Context: an optimization exercise on an open-source flow, tuned for small area, a short achievable clock period and few clock cycles per item. The choices shown serve that exercise and are no tape-out recipe.
Where RTL was checked, it was by simulation tests only, not by an equivalence proof against the original.
Power is estimated from default activity; no workload was simulated.

## Complex_Multiplier
module Complex_Multiplier (
	input clk,
	input rst,
	input signed  [7:0] Re_in_1,
	input signed  [7:0] Im_in_1,
	input signed  [7:0] Re_in_2,
	input signed  [7:0] Im_in_2,
	input signed  [1:0] data_valid_in,
	output signed [15:0] Re_out,
	output signed [15:0] Im_out,
	output signed [1:0] data_valid_out
);
For scale: about 680 cells after synthesis, ~70 I/O pins.
==> flow/config.mk <==
export PLATFORM = sky130hd
export DESIGN_NAME = Complex_Multiplier
export DESIGN_NICKNAME = Complex_Multiplier
export VERILOG_FILES = /design/flow/design.v
export SDC_FILE = /design/flow/constraint.sdc
export NUM_CORES = 4
export LEC_CHECK = 0
export CAP_MARGIN = 20
export CORE_MARGIN = 2
export CORE_UTILIZATION = 60
export CTS_BUF_LIST = sky130_fd_sc_hd__clkbuf_4 sky130_fd_sc_hd__clkbuf_8
export GPL_ROUTABILITY_DRIVEN = 0
export SETUP_SLACK_MARGIN = 1.2
export SLEW_MARGIN = 20
export SYNTH_HIERARCHICAL = 1
==> flow/constraint.sdc <==
create_clock -name core_clock -period 5.0 [get_ports {clk}]
set_input_delay 1.0000 -clock core_clock [delete_from_list [all_inputs] [get_ports {clk}]]
set_output_delay 1.0000 -clock core_clock [all_outputs]
set_load 0.01 [all_outputs]
standard.sh (not shown) runs the stock make flow with config.mk's settings and CLKGATE_MAP_FILE= SYNTH_SCRIPT=/design/flow/synth_recipe.tcl, a recipe that flattens the netlist after the stock synthesis.
==> flow/flow/run.sh <==
#!/bin/bash
# The standard ORFS flow (standard.sh) with these changes:
#  - port buffers are sky130_fd_sc_hd__buf_2 cells instead of the default
#    delay buffers;
#  - before floorplanning, combinational cells start at drive strength 1
#    (flow/downsize.tcl); the flow's repair steps upsize where needed;
#  - extra make variables, one per line, from flow/make_args.txt if present.
# Each tool's log stays under orfs/logs/; make's own output goes to run_make.log.
set -euo pipefail
here=$(pwd)
extra=()
if [[ -f flow/make_args.txt ]]; then
  while IFS= read -r line; do
    [[ -n "$line" ]] && extra+=("$line")
  done < flow/make_args.txt
fi
bash standard.sh \
  "BUFFER_PORTS_ARGS=-buffer_cell sky130_fd_sc_hd__buf_2" \
  "PRE_FLOORPLAN_TCL=$here/flow/downsize.tcl" \
  "${extra[@]}" \
  finish > run_make.log 2>&1
==> flow/flow/downsize.tcl <==
# PRE_FLOORPLAN hook: start every combinational cell of the synthesized netlist
# at drive strength 1; the flow's own repair steps upsize cells where timing
# or slew needs it. Flip-flops keep the cell synthesis gave them.
set n_down 0
foreach inst [get_cells *] {
  set ref [get_property $inst ref_name]
  if { [regexp {^(sky130_fd_sc_hd__[a-z0-9]+)_([0-9]+)$} $ref -> base size] } {
    if { $size <= 1 || [string match "*__df*" $base] || [string match "*__conb*" $base] } {
      continue
    }
    set cand [get_lib_cells -quiet */${base}_1]
    if { [llength $cand] > 0 } {
      replace_cell $inst [lindex $cand 0]
      incr n_down
    }
  }
}
puts "downsize.tcl: $n_down cells set to drive strength 1"
==> next run, changes <==
GPL_ROUTABILITY_DRIVEN = not set   (was 0)
PLACE_DENSITY = 0.8   (was not set)
Result: The new run finished clean; die area is unchanged; worst setup slack gets better by 0.0091 ns; sequential power hardly moves; power went up by a few percent; first-iteration DRC count went down by about a fifth; global-route usage went up by 1.3 points; worst hold slack gets better by 0.0065 ns; cell count went down slightly.
Function was not checked in any run of this note: the RTL went through the layout flow alone.

---

Another version of the RTL of Complex_Multiplier (not shown whole).
For scale: about 680 cells after synthesis.
Design Complex_Multiplier, start of the top module:
module Complex_Multiplier (
	input clk,
	input rst,
	input signed  [7:0] Re_in_1,
	input signed  [7:0] Im_in_1,
	input signed  [7:0] Re_in_2,
	input signed  [7:0] Im_in_2,
	input signed  [1:0] data_valid_in,
	output signed [15:0] Re_out,
	output signed [15:0] Im_out,
	output signed [1:0] data_valid_out
);
  ...
Settings: LEC_CHECK=0, CAP_MARGIN=20, CORE_MARGIN=2, CORE_UTILIZATION=55, CTS_BUF_LIST=sky130_fd_sc_hd__clkbuf_4 sky130_fd_sc_hd__clkbuf_8, SETUP_SLACK_MARGIN=1.2, SLEW_MARGIN=20, SYNTH_HIERARCHICAL=1; clock period 5.0 ns.
==> flow/flow/run.sh <==
#!/bin/bash
# The standard ORFS flow (standard.sh) with two changes:
#  - port buffers are sky130_fd_sc_hd__buf_2 cells instead of the default
#    delay buffers;
#  - before floorplanning, combinational cells start at drive strength 1
#    (flow/downsize.tcl); the flow's repair steps upsize where needed.
# Each tool's log stays under orfs/logs/; make's own output goes to run_make.log.
set -euo pipefail
here=$(pwd)
bash standard.sh \
  "BUFFER_PORTS_ARGS=-buffer_cell sky130_fd_sc_hd__buf_2" \
  "PRE_FLOORPLAN_TCL=$here/flow/downsize.tcl" \
  finish > run_make.log 2>&1
Scripts as last shown in full above: flow/flow/downsize.tcl
Rerun with:
- CORE_UTILIZATION: 55 -> 65
After rerunning:
- via count goes up slightly
- sequential power goes up slightly
- core utilization goes up by 12 points
- design area goes down slightly
- flip-flop and latch count is unchanged
- maximum frequency goes down slightly
- routed wire length stays flat
Rerun with:
==> flow/flow/run.sh (replaced) <==
#!/bin/bash
# The standard ORFS flow (standard.sh) with these changes:
#  - port buffers are sky130_fd_sc_hd__buf_2 cells instead of the default
#    delay buffers;
#  - before floorplanning, combinational cells start at drive strength 1
#    (flow/downsize.tcl); the flow's repair steps upsize where needed;
#  - extra make variables, one per line, from flow/make_args.txt if present.
# Each tool's log stays under orfs/logs/; make's own output goes to run_make.log.
set -euo pipefail
here=$(pwd)
extra=()
if [[ -f flow/make_args.txt ]]; then
  while IFS= read -r line; do
    [[ -n "$line" ]] && extra+=("$line")
  done < flow/make_args.txt
fi
bash standard.sh \
  "BUFFER_PORTS_ARGS=-buffer_cell sky130_fd_sc_hd__buf_2" \
  "PRE_FLOORPLAN_TCL=$here/flow/downsize.tcl" \
  "${extra[@]}" \
  finish > run_make.log 2>&1
==> flow/flow/make_args.txt (new file) <==
RECOVER_POWER=100
- CORE_UTILIZATION: 65 -> 60
- SETUP_SLACK_MARGIN: 1.2 -> 1.5
Effect:
- wire length goes up by 13%
- total power goes up by 6.1%
- core utilization goes up by 0.60 points
- global-route usage goes down by 1.3 points
- worst setup slack got worse by 460 ps
- first-iteration DRC count goes up by 11%
- non-clock buffer count goes up by 48
- sequential cell count is unchanged
Function was not checked in any run of this note: the RTL went through the layout flow alone.

---

Complex_Multiplier, a different RTL version from the one above (not shown whole).
Size in the first run: about 730 cells after synthesis, roughly 70 I/O pins.
export LEC_CHECK = 0
export CAP_MARGIN = 20
export CORE_MARGIN = 2
export CORE_UTILIZATION = 40
export SLEW_MARGIN = 20
export SYNTH_HIERARCHICAL = 1
create_clock -name core_clock -period 5.0 [get_ports {clk}]
==> flow/flow/run.sh <==
#!/bin/bash
# The standard ORFS flow (standard.sh) with two changes:
#  - port buffers are sky130_fd_sc_hd__buf_2 cells instead of the default
#    delay buffers;
#  - before floorplanning, combinational cells start at drive strength 1
#    (flow/downsize.tcl); the flow's repair steps upsize where needed.
# Each tool's log stays under orfs/logs/; make's own output goes to run_make.log.
set -euo pipefail
here=$(pwd)
bash standard.sh \
  "BUFFER_PORTS_ARGS=-buffer_cell sky130_fd_sc_hd__buf_2" \
  "PRE_FLOORPLAN_TCL=$here/flow/downsize.tcl" \
  finish > run_make.log 2>&1
Scripts as last shown in full above: flow/flow/downsize.tcl
The first run produced a clean layout.
Testbench counts at the start, summed over its fixed seeds: cycles 2,400, items 2,400.
Then changed:
CTS_BUF_LIST = sky130_fd_sc_hd__clkbuf_4 sky130_fd_sc_hd__clkbuf_8   (was unset)
SETUP_SLACK_MARGIN = 1.6   (was unset)
After rerunning: The changed run finished clean; global-route usage goes up by 1.8 points; die area stays the same; count of clock-buffer cells in the layout goes down by 3.

-- separate check: timing with driven ports --
No port has a modelled driver above. Below, the same layouts with a new extraction and two added sets of constraints.
Step 1, drivers: a clkbuf_16 drives clk and a buf_2 each remaining input, both assumed.
Step 2 adds t to the input delays and takes it off the output delays; t is the mean of the earliest and latest rising clock arrival at the registers after step 1. Input paths then give back, and output paths get back, about the clock's delay inside the block.
Three values: no drivers, after step 1, after step 2; two values: the first two.
run | shift t [ns] | slack for setup (ns) | worst data-port slew with drivers (ns)
the first run of note 1 | 0.398 | 1.276 / 1.274 / 0.876 | 0.05
the second run of note 1 | 0.395 | 1.285 / 1.293 / 0.898 | 0.04
the first run of note 2 | 0.393 | 1.279 / 1.291 / 0.898 | 0.06
the second run of note 2 | 0.392 | 1.252 / 1.266 / 0.874 | 0.05
the third run of note 2 | 0.397 | 0.796 / 0.808 / 0.411 | 0.16
the first run of note 3 | 0.378 | 0.828 / 0.842 / 0.464 | 0.04
the second run of note 3 | 0.406 | 1.541 / 1.487 / 1.081 | 0.09
After both steps setup and hold are still met in every run listed. For the second run of note 3, which loses most, drivers alone change the setup slack by -0.054 ns; drivers and shift together by -0.460 ns.
